Source: an optimization exercise on an open RTL-to-GDS flow (aim: small area). Production flows keep margins and buffers that such runs may drop. In this exercise RTL edits were held to simulation tests only and were not proved equivalent to the original.

==> 11-17 <==
==> flow/design.v <==
module lcd_ctrl (
    input  wire       clk,
    input  wire       rst_n,
    output reg  [3:0] xhi,
    output reg  [6:0] xlo,
    output reg  [9:0] y,
    output wire       de,
    output wire       hs,
    output wire       vs
);
    wire xlo_end  = xlo[6] & xlo[5] & xlo[1] & xlo[0];           
    wire line_end = xhi[3] & xhi[1] & xlo[6] & xlo[0];           
    wire [7:0] xlo_c;
    wire [6:0] xlo_inc;
    wire [4:0] xhi_c;
    wire [3:0] xhi_inc;
    assign xlo_c[0] = 1'b1;
    assign xhi_c[0] = xlo_end;
    genvar i;
    generate
        for (i = 0; i < 7; i = i + 1) begin : g_xlo
            assign xlo_inc[i]  = xlo[i] ^ xlo_c[i];
            assign xlo_c[i+1]  = xlo[i] & xlo_c[i];
        end
        for (i = 0; i < 4; i = i + 1) begin : g_xhi
            assign xhi_inc[i]  = xhi[i] ^ xhi_c[i];
            assign xhi_c[i+1]  = xhi[i] & xhi_c[i];
        end
    endgenerate
    always @(posedge clk or negedge rst_n) begin
        if (!rst_n) begin
            xhi <= 4'd10;                                         
            xlo <= 7'd10;
        end else begin
            xhi <= {xhi_inc[3] & ~line_end, xhi_inc[2],
                    xhi_inc[1] & ~line_end, xhi_inc[0]};
            xlo <= {xlo_inc[6] & ~(xlo_end | line_end),
                    xlo_inc[5] & ~xlo_end,
                    xlo_inc[4:3],
                    xlo_inc[2] & ~xlo_end,
                    xlo_inc[1] & ~line_end,
                    xlo_inc[0]};
        end
    end
    wire h_end     = xhi[3] & xhi[1] & ~xlo[6] & ~xlo[5] & ~xlo[4] &
                     xlo[3] & ~xlo[2] & ~xlo[1] & xlo[0];          
    wire frame_end = y[9] & y[2] & y[1] & y[0];                   
    wire y_wrap    = h_end & frame_end;
    wire [10:0] y_c;
    wire [9:0]  y_inc;
    assign y_c[0] = h_end;
    generate
        for (i = 0; i < 10; i = i + 1) begin : g_y
            assign y_inc[i] = y[i] ^ y_c[i];
            assign y_c[i+1] = y[i] & y_c[i];
        end
    endgenerate
    always @(posedge clk or negedge rst_n) begin
        if (!rst_n)
            y <= 10'd493;                                         
        else
            y <= {y_inc[9] & ~y_wrap, y_inc[8:4], y_inc[3] & ~y_wrap, y_inc[2:0]};
    end
    wire h_sync = xhi[3] & xhi[1] & ~xlo[6] & ~xlo[5] &
                  ((~xlo[4] & xlo[3] & (xlo[2] | xlo[1])) | (xlo[4] & ~xlo[3] & ~xlo[2]));
    wire v_sync = ~y[9] & y[8] & y[7] & y[6] & y[5] &
                  ((~y[4] & y[3] & y[2] & (y[1] | y[0])) |
                   (y[4] & ~y[3] & ~y[2] & ~y[1] & ~y[0]));
    assign hs = ~h_sync;
    assign vs = ~v_sync;
    assign de = ~xhi[3] & ~y[9] & ~(y[8] & y[7] & y[6] & y[5]);
endmodule
module lcd_data (
    input  wire        clk,
    input  wire        rst_n,
    input  wire [3:0]  xhi,
    input  wire [9:0]  y,
    input  wire        de,
    output wire [4:0]  r,
    output wire [5:0]  g,
    output wire [4:0]  b
);
    localparam [19:0] S_LAST  = 20'b10001111111110000001;
    localparam [19:0] S_JUMP  = 20'b00100000000100000010;
    localparam [19:0] S_JUMP0 = 20'b00000000000000000010;
    reg [2:0]  ph;
    reg [19:0] s;
    wire s_last = (s == S_LAST);
    wire s_fb   = ~(s[19] ^ s[16]);
    wire [3:0] ph_c;
    wire [2:0] ph_inc;
    assign ph_c[0] = s_last;
    genvar i;
    generate
        for (i = 0; i < 3; i = i + 1) begin : g_ph
            assign ph_inc[i] = ph[i] ^ ph_c[i];
            assign ph_c[i+1] = ph[i] & ph_c[i];
        end
    endgenerate
    always @(posedge clk or negedge rst_n) begin
        if (!rst_n) begin
            ph <= 3'd7;                                          
            s  <= S_LAST;
        end else begin
            ph <= ph_inc;
            s  <= {s[18:0], s_fb} ^ (s_last ? ((ph == 3'd7) ? S_JUMP0 : S_JUMP) : 20'd0);
        end
    end
    reg  [18:0] acc;
    wire [19:0] acc_c;
    wire [18:0] acc_sum;
    assign acc_c[0] = 1'b0;
    generate
        for (i = 0; i < 9; i = i + 1) begin : g_acc_fa
            assign acc_sum[i]  = acc[i] ^ y[i] ^ acc_c[i];
            assign acc_c[i+1]  = (acc[i] & y[i]) | (acc_c[i] & (acc[i] ^ y[i]));
        end
        for (i = 9; i < 19; i = i + 1) begin : g_acc_ha
            assign acc_sum[i]  = acc[i] ^ acc_c[i];
            assign acc_c[i+1]  = acc[i] & acc_c[i];
        end
    endgenerate
    always @(posedge clk)
        acc <= acc_sum & {19{~xhi[3]}};
    wire [6:0] yy = y[8:2];
    wire hr = (yy < 7'd15) | ((yy >= 7'd45) & (yy < 7'd60)) | ((yy >= 7'd75) & (yy < 7'd105));
    wire hg = ((yy >= 7'd15) & (yy < 7'd30)) | ((yy >= 7'd45) & (yy < 7'd60)) |
              ((yy >= 7'd75) & (yy < 7'd90)) | (yy >= 7'd105);
    wire hb = ((yy >= 7'd30) & (yy < 7'd60)) | (yy >= 7'd90);
    wire ph0 = (ph == 3'd0);
    wire ph1 = (ph == 3'd1);
    wire ph2 = (ph == 3'd2);
    wire ph3 = (ph == 3'd3);
    wire ph4 = (ph == 3'd4);
    wire ph5 = (ph == 3'd5);
    wire ph6 = (ph == 3'd6);
    wire ph7 = (ph == 3'd7);
    wire cr = ph7 | (ph3 & ~(xhi[2] ^ xhi[1] ^ xhi[0])) | (ph4 & ~xhi[2] & hr);
    wire cg = ph0 | ph6 | (ph3 & xhi[0]) | (ph4 & (xhi[2] | hg));
    wire cb = ph0 | ph5 | (ph3 & xhi[1]) | (ph4 & (xhi[2] | hb));
    wire mul  = de & ph1;
    wire gray = de & ph2;
    assign r = ({5{mul}} & {2'b00, acc[18:16]}) | ({5{gray}} & y[4:0]) | {5{de & cr}};
    assign g = ({6{mul}} & acc[13:8])          | ({6{gray}} & y[5:0]) | {6{de & cg}};
    assign b = ({5{mul}} & acc[4:0])           | ({5{gray}} & y[4:0]) | {5{de & cb}};
endmodule
module rgblcd_top (
        input           clk,
        input           rst_n,
        output [4:0]    LCD_R,
        output [5:0]    LCD_G,
        output [4:0]    LCD_B,
        output          lcd_de,
        output          lcd_hsync,
        output          lcd_vsync,
        output          lcd_bl
    );
    localparam [17:0] R_START  = 18'b101001010110111110;
    localparam [17:0] R_END_LO = 18'b011100001011111111;
    localparam [17:0] R_END_HI = 18'b010100101011011111;
    localparam [17:0] R_JUMP   = 18'b000000010010000000;
    reg        bl;
    reg [17:0] rs;
    wire r_end = (rs == (bl ? R_END_HI : R_END_LO));
    wire r_fb  = ~(rs[17] ^ rs[6]);
    always @(posedge clk or negedge rst_n) begin
        if (!rst_n) begin
            bl <= 1'b0;
            rs <= R_START;
        end else begin
            bl <= bl ^ r_end;
            rs <= {rs[16:0], r_fb} ^ ((r_end & ~bl) ? R_JUMP : 18'd0);
        end
    end
    assign lcd_bl = bl;
    wire [3:0] xhi;
    wire [6:0] xlo;
    wire [9:0] y;
    lcd_ctrl lcd_ctrl_inst (
        .clk   (clk),
        .rst_n (rst_n),
        .xhi   (xhi),
        .xlo   (xlo),
        .y     (y),
        .de    (lcd_de),
        .hs    (lcd_hsync),
        .vs    (lcd_vsync)
    );
    lcd_data lcd_data_inst (
        .clk   (clk),
        .rst_n (rst_n),
        .xhi   (xhi),
        .y     (y),
        .de    (lcd_de),
        .r     (LCD_R),
        .g     (LCD_G),
        .b     (LCD_B)
    );
endmodule
==> flow/flow/run.sh <==
#!/bin/bash
# Standard ORFS layout, with three changes to how cells are chosen:
#  - synthesis maps logic with an area-oriented ABC script (abc_area.script
#    here) and without the full/half-adder extraction;
#  - input and output ports are buffered with buf_1;
#  - clock tree synthesis uses small clock buffers and no dummy loads.
set -euo pipefail
W=$PWD
rm -rf "$W/scripts_mod"
cp -r "$FLOW_HOME/scripts" "$W/scripts_mod"
cp "$W/flow/abc_area.script" "$W/scripts_mod/abc_area.script"
export SCRIPTS_DIR="$W/scripts_mod"
export ADDER_MAP_FILE=
export BUFFER_PORTS_ARGS="-buffer_cell sky130_fd_sc_hd__buf_1"
export CTS_ARGS="-sink_clustering_enable -repair_clock_nets -dont_use_dummy_load -root_buf sky130_fd_sc_hd__clkbuf_8 -buf_list {sky130_fd_sc_hd__clkbuf_16} -sink_clustering_size 50 -sink_clustering_max_diameter 300"
bash standard.sh > "$W/standard.log" 2>&1
==> flow/flow/abc_area.script <==
strash
&get -n
&deepsyn -T 30
&put
amap -m
topo
==> flow/standard.sh <==
#!/bin/bash
# synth_recipe.tcl (not shown) runs the flow's synth.tcl, then flattens the netlist and writes it again
# the make line also repeats each setting of config.mk as NAME=value (left out here)
make -C /OpenROAD-flow-scripts/flow DESIGN_CONFIG=/design/flow/config.mk WORK_HOME=/design/flow/orfs CLKGATE_MAP_FILE= SYNTH_SCRIPT=/design/flow/synth_recipe.tcl "${@:-finish}"
==> flow/config.mk <==
export PLATFORM = sky130hd
export DESIGN_NAME = rgblcd_top
export DESIGN_NICKNAME = rgblcd_top
export VERILOG_FILES = /design/flow/design.v
export SDC_FILE = /design/flow/constraint.sdc
export NUM_CORES = 4
export LEC_CHECK = 0
export ABC_AREA = 1
export CAP_MARGIN = 20
export CORE_MARGIN = 2
export CORE_UTILIZATION = 40
export SLEW_MARGIN = 20
==> flow/constraint.sdc <==
create_clock -name core_clock -period 10.0 [get_ports {clk}]
set_input_delay 2.0000 -clock core_clock [delete_from_list [all_inputs] [get_ports {clk}]]
set_output_delay 2.0000 -clock core_clock [all_outputs]
set_load 0.01 [all_outputs]
==> inputs of 09-23, as changes to 11-17 <==
==> flow/design.v, changed modules only <==
module lcd_ctrl #(
    parameter [3:0] XHI_P = 4'd0,
    parameter [6:0] XLO_P = 7'd0,
    parameter [9:0] Y_P   = 10'd0
) (
    input  wire       clk,
    input  wire       rst_n,
    output wire [3:0] xhi,
    output wire [6:0] xlo,
    output wire [9:0] y,
    output wire       de,
    output wire       hs,
    output wire       vs
);
    reg [3:0] xhi_q;
    reg [6:0] xlo_q;
    reg [9:0] y_q;
    assign xhi = xhi_q ^ XHI_P;
    assign xlo = xlo_q ^ XLO_P;
    assign y   = y_q ^ Y_P;
    wire xlo_end  = xlo[6] & xlo[5] & xlo[1] & xlo[0];           
    wire line_end = xhi[3] & xhi[1] & xlo[6] & xlo[0];           
    wire [7:0] xlo_c;
    wire [6:0] xlo_inc;
    wire [4:0] xhi_c;
    wire [3:0] xhi_inc;
    assign xlo_c[0] = 1'b1;
    assign xhi_c[0] = xlo_end;
    genvar i;
    generate
        for (i = 0; i < 7; i = i + 1) begin : g_xlo
            assign xlo_inc[i]  = xlo[i] ^ xlo_c[i];
            assign xlo_c[i+1]  = xlo[i] & xlo_c[i];
        end
        for (i = 0; i < 4; i = i + 1) begin : g_xhi
            assign xhi_inc[i]  = xhi[i] ^ xhi_c[i];
            assign xhi_c[i+1]  = xhi[i] & xhi_c[i];
        end
    endgenerate
    always @(posedge clk or negedge rst_n) begin
        if (!rst_n) begin
            xhi_q <= 4'd10 ^ XHI_P;                               
            xlo_q <= 7'd10 ^ XLO_P;
        end else begin
            xhi_q <= XHI_P ^ {xhi_inc[3] & ~line_end, xhi_inc[2],
                    xhi_inc[1] & ~line_end, xhi_inc[0]};
            xlo_q <= XLO_P ^ {xlo_inc[6] & ~(xlo_end | line_end),
                    xlo_inc[5] & ~xlo_end,
                    xlo_inc[4:3],
                    xlo_inc[2] & ~xlo_end,
                    xlo_inc[1] & ~line_end,
                    xlo_inc[0]};
        end
    end
    wire h_end     = xhi[3] & xhi[1] & ~xlo[6] & ~xlo[5] & ~xlo[4] &
                     xlo[3] & ~xlo[2] & ~xlo[1] & xlo[0];          
    wire frame_end = y[9] & y[2] & y[1] & y[0];                   
    wire y_wrap    = h_end & frame_end;
    wire [10:0] y_c;
    wire [9:0]  y_inc;
    assign y_c[0] = h_end;
    generate
        for (i = 0; i < 10; i = i + 1) begin : g_y
            assign y_inc[i] = y[i] ^ y_c[i];
            assign y_c[i+1] = y[i] & y_c[i];
        end
    endgenerate
    always @(posedge clk or negedge rst_n) begin
        if (!rst_n)
            y_q <= 10'd493 ^ Y_P;                                 
        else
            y_q <= Y_P ^ {y_inc[9] & ~y_wrap, y_inc[8:4], y_inc[3] & ~y_wrap, y_inc[2:0]};
    end
    wire h_sync = xhi[3] & xhi[1] & ~xlo[6] & ~xlo[5] &
                  ((~xlo[4] & xlo[3] & (xlo[2] | xlo[1])) | (xlo[4] & ~xlo[3] & ~xlo[2]));
    wire v_sync = ~y[9] & y[8] & y[7] & y[6] & y[5] &
                  ((~y[4] & y[3] & y[2] & (y[1] | y[0])) |
                   (y[4] & ~y[3] & ~y[2] & ~y[1] & ~y[0]));
    assign hs = ~h_sync;
    assign vs = ~v_sync;
    assign de = ~xhi[3] & ~y[9] & ~(y[8] & y[7] & y[6] & y[5]);
endmodule
module lcd_data #(
    parameter [2:0]  PH_P  = 3'd0,
    parameter [19:0] S_P   = 20'd0,
    parameter [18:1] ACC_P = 18'd0
) (
    input  wire        clk,
    input  wire        rst_n,
    input  wire [3:0]  xhi,
    input  wire        x0,
    input  wire [9:0]  y,
    input  wire        de,
    output wire [4:0]  r,
    output wire [5:0]  g,
    output wire [4:0]  b
);
    localparam [19:0] S_LAST  = 20'b10001111111110000001;
    localparam [19:0] S_JUMP  = 20'b00100000000100000010;
    localparam [19:0] S_JUMP0 = 20'b00000000000000000010;
    reg  [2:0]  ph_q;
    reg  [19:0] s_q;
    wire [2:0]  ph = ph_q ^ PH_P;
    wire [19:0] s  = s_q ^ S_P;
    wire s_last = (s == S_LAST);
    wire s_fb   = ~(s[19] ^ s[16]);
    wire [3:0] ph_c;
    wire [2:0] ph_inc;
    assign ph_c[0] = s_last;
    genvar i;
    generate
        for (i = 0; i < 3; i = i + 1) begin : g_ph
            assign ph_inc[i] = ph[i] ^ ph_c[i];
            assign ph_c[i+1] = ph[i] & ph_c[i];
        end
    endgenerate
    always @(posedge clk or negedge rst_n) begin
        if (!rst_n) begin
            ph_q <= 3'd7 ^ PH_P;                                 
            s_q  <= S_LAST ^ S_P;
        end else begin
            ph_q <= ph_inc ^ PH_P;
            s_q  <= S_P ^ {s[18:0], s_fb} ^ (s_last ? ((ph == 3'd7) ? S_JUMP0 : S_JUMP) : 20'd0);
        end
    end
    wire        p0 = x0 & y[0];
    reg  [18:1] acc_q;
    wire [18:1] acc_r = acc_q ^ ACC_P;
    wire [18:0] acc = {acc_r, p0};
    wire [19:1] acc_c;
    wire [18:1] acc_sum;
    assign acc_c[1] = p0;
    generate
        for (i = 1; i < 9; i = i + 1) begin : g_acc_fa
            assign acc_sum[i]  = acc[i] ^ y[i] ^ acc_c[i];
            assign acc_c[i+1]  = (acc[i] & y[i]) | (acc_c[i] & (acc[i] ^ y[i]));
        end
        for (i = 9; i < 19; i = i + 1) begin : g_acc_ha
            assign acc_sum[i]  = acc[i] ^ acc_c[i];
            assign acc_c[i+1]  = acc[i] & acc_c[i];
        end
    endgenerate
    always @(posedge clk)
        acc_q <= ACC_P ^ (acc_sum & {18{~xhi[3]}});
    wire [6:0] yy = y[8:2];
    wire hr = (yy < 7'd15) | ((yy >= 7'd45) & (yy < 7'd60)) | ((yy >= 7'd75) & (yy < 7'd105));
    wire hg = ((yy >= 7'd15) & (yy < 7'd30)) | ((yy >= 7'd45) & (yy < 7'd60)) |
              ((yy >= 7'd75) & (yy < 7'd90)) | (yy >= 7'd105);
    wire hb = ((yy >= 7'd30) & (yy < 7'd60)) | (yy >= 7'd90);
    wire ph0 = (ph == 3'd0);
    wire ph1 = (ph == 3'd1);
    wire ph2 = (ph == 3'd2);
    wire ph3 = (ph == 3'd3);
    wire ph4 = (ph == 3'd4);
    wire ph5 = (ph == 3'd5);
    wire ph6 = (ph == 3'd6);
    wire ph7 = (ph == 3'd7);
    wire cr = ph7 | (ph3 & ~(xhi[2] ^ xhi[1] ^ xhi[0])) | (ph4 & ~xhi[2] & hr);
    wire cg = ph0 | ph6 | (ph3 & xhi[0]) | (ph4 & (xhi[2] | hg));
    wire cb = ph0 | ph5 | (ph3 & xhi[1]) | (ph4 & (xhi[2] | hb));
    lcd_out lcd_out_inst (
        .mul  (de & ph1),
        .gray (de & ph2),
        .cr   (de & cr),
        .cg   (de & cg),
        .cb   (de & cb),
        .acc  (acc),
        .y    (y[5:0]),
        .r    (r),
        .g    (g),
        .b    (b)
    );
endmodule
module lcd_out (
    input  wire        mul,
    input  wire        gray,
    input  wire        cr,
    input  wire        cg,
    input  wire        cb,
    input  wire [18:0] acc,
    input  wire [5:0]  y,
    output wire [4:0]  r,
    output wire [5:0]  g,
    output wire [4:0]  b
);
    assign r = ({5{mul}} & {2'b00, acc[18:16]}) | ({5{gray}} & y[4:0]) | {5{cr}};
    assign g = ({6{mul}} & acc[13:8])          | ({6{gray}} & y[5:0]) | {6{cg}};
    assign b = ({5{mul}} & acc[4:0])           | ({5{gray}} & y[4:0]) | {5{cb}};
endmodule
module rgblcd_top (
        input           clk,
        input           rst_n,
        output [4:0]    LCD_R,
        output [5:0]    LCD_G,
        output [4:0]    LCD_B,
        output          lcd_de,
        output          lcd_hsync,
        output          lcd_vsync,
        output          lcd_bl
    );
    localparam [17:0] R_START  = 18'b101001010110111110;
    localparam [17:0] R_END_LO = 18'b011100001011111111;
    localparam [17:0] R_END_HI = 18'b010100101011011111;
    localparam [17:0] R_JUMP   = 18'b000000010010000000;
    localparam [17:0] RS_P = 18'd0;
    reg         bl;
    reg  [17:0] rs_q;
    wire [17:0] rs = rs_q ^ RS_P;
    wire r_end = (rs == (bl ? R_END_HI : R_END_LO));
    wire r_fb  = ~(rs[17] ^ rs[6]);
    always @(posedge clk or negedge rst_n) begin
        if (!rst_n) begin
            bl <= 1'b0;
            rs_q <= R_START ^ RS_P;
        end else begin
            bl <= bl ^ r_end;
            rs_q <= RS_P ^ {rs[16:0], r_fb} ^ ((r_end & ~bl) ? R_JUMP : 18'd0);
        end
    end
    assign lcd_bl = bl;
    wire [3:0] xhi;
    wire [6:0] xlo;
    wire [9:0] y;
    lcd_ctrl #(
        .XHI_P (4'd0),
        .XLO_P (7'd0),
        .Y_P   (10'd0)
    ) lcd_ctrl_inst (
        .clk   (clk),
        .rst_n (rst_n),
        .xhi   (xhi),
        .xlo   (xlo),
        .y     (y),
        .de    (lcd_de),
        .hs    (lcd_hsync),
        .vs    (lcd_vsync)
    );
    lcd_data #(
        .PH_P  (3'd0),
        .S_P   (20'd0),
        .ACC_P (18'd0)
    ) lcd_data_inst (
        .clk   (clk),
        .rst_n (rst_n),
        .xhi   (xhi),
        .x0    (xlo[0]),
        .y     (y),
        .de    (lcd_de),
        .r     (LCD_R),
        .g     (LCD_G),
        .b     (LCD_B)
    );
endmodule
--- a/flow/flow/run.sh
+++ b/flow/flow/run.sh
@@ -14,3 +14,3 @@
 export BUFFER_PORTS_ARGS="-buffer_cell sky130_fd_sc_hd__buf_1"
-export CTS_ARGS="-sink_clustering_enable -repair_clock_nets -dont_use_dummy_load -root_buf sky130_fd_sc_hd__clkbuf_8 -buf_list {sky130_fd_sc_hd__clkbuf_16} -sink_clustering_size 50 -sink_clustering_max_diameter 300"
+export CTS_ARGS="-sink_clustering_enable -repair_clock_nets -dont_use_dummy_load -buf_list {sky130_fd_sc_hd__clkbuf_2 sky130_fd_sc_hd__clkbuf_4 sky130_fd_sc_hd__clkbuf_8}"
 bash standard.sh > "$W/standard.log" 2>&1
==> flow/flow/abc_area.script (replaced) <==
strash
&get -n
&deepsyn -J 100 -T 300
&put
dch -f
amap -m
topo
==> notes <==
Non-clock buffer count: 09-23 is higher than 11-17 (1). In clock-buffer cell count, 09-23 and 11-17 do not differ. 11-17 produced a clean layout. 09-23 produced a clean layout. Of 11-17 and 09-23, 09-23 has the higher maximum frequency (gap 2.8%, measured against 09-23). Between 09-23 and 11-17, the lower synthesized cell count is in 09-23 (gap about 1.5%, measured against 11-17).

## static timing again, ports no longer ideal
How much do the figures lean on ideal ports? The routed layouts below were timed once more, with nothing changed but the port constraints.
Step 1 assumes that a clkbuf_16 drives the clock port and a buf_2 every other input.
Step 2 also shifts input and output timing later by t, the mid clock arrival at the registers, as if the neighbouring blocks saw the same clock.
Slacks: ideal ports / drivers / drivers and shift; pairs: ideal ports / drivers.
run	t (ns)	setup WS [ns]	worst setup path at the end	latest minus earliest clock arrival (ns)	worst data-port slew with drivers (ns)
11-17	0.357	4.969 / 4.939 / 5.296	register to output	0.035 / 0.035	0.03
09-23	0.369	5.112 / 5.081 / 5.450	register to output	0.026 / 0.025	0.03
After both steps setup and hold are still met in every run listed.
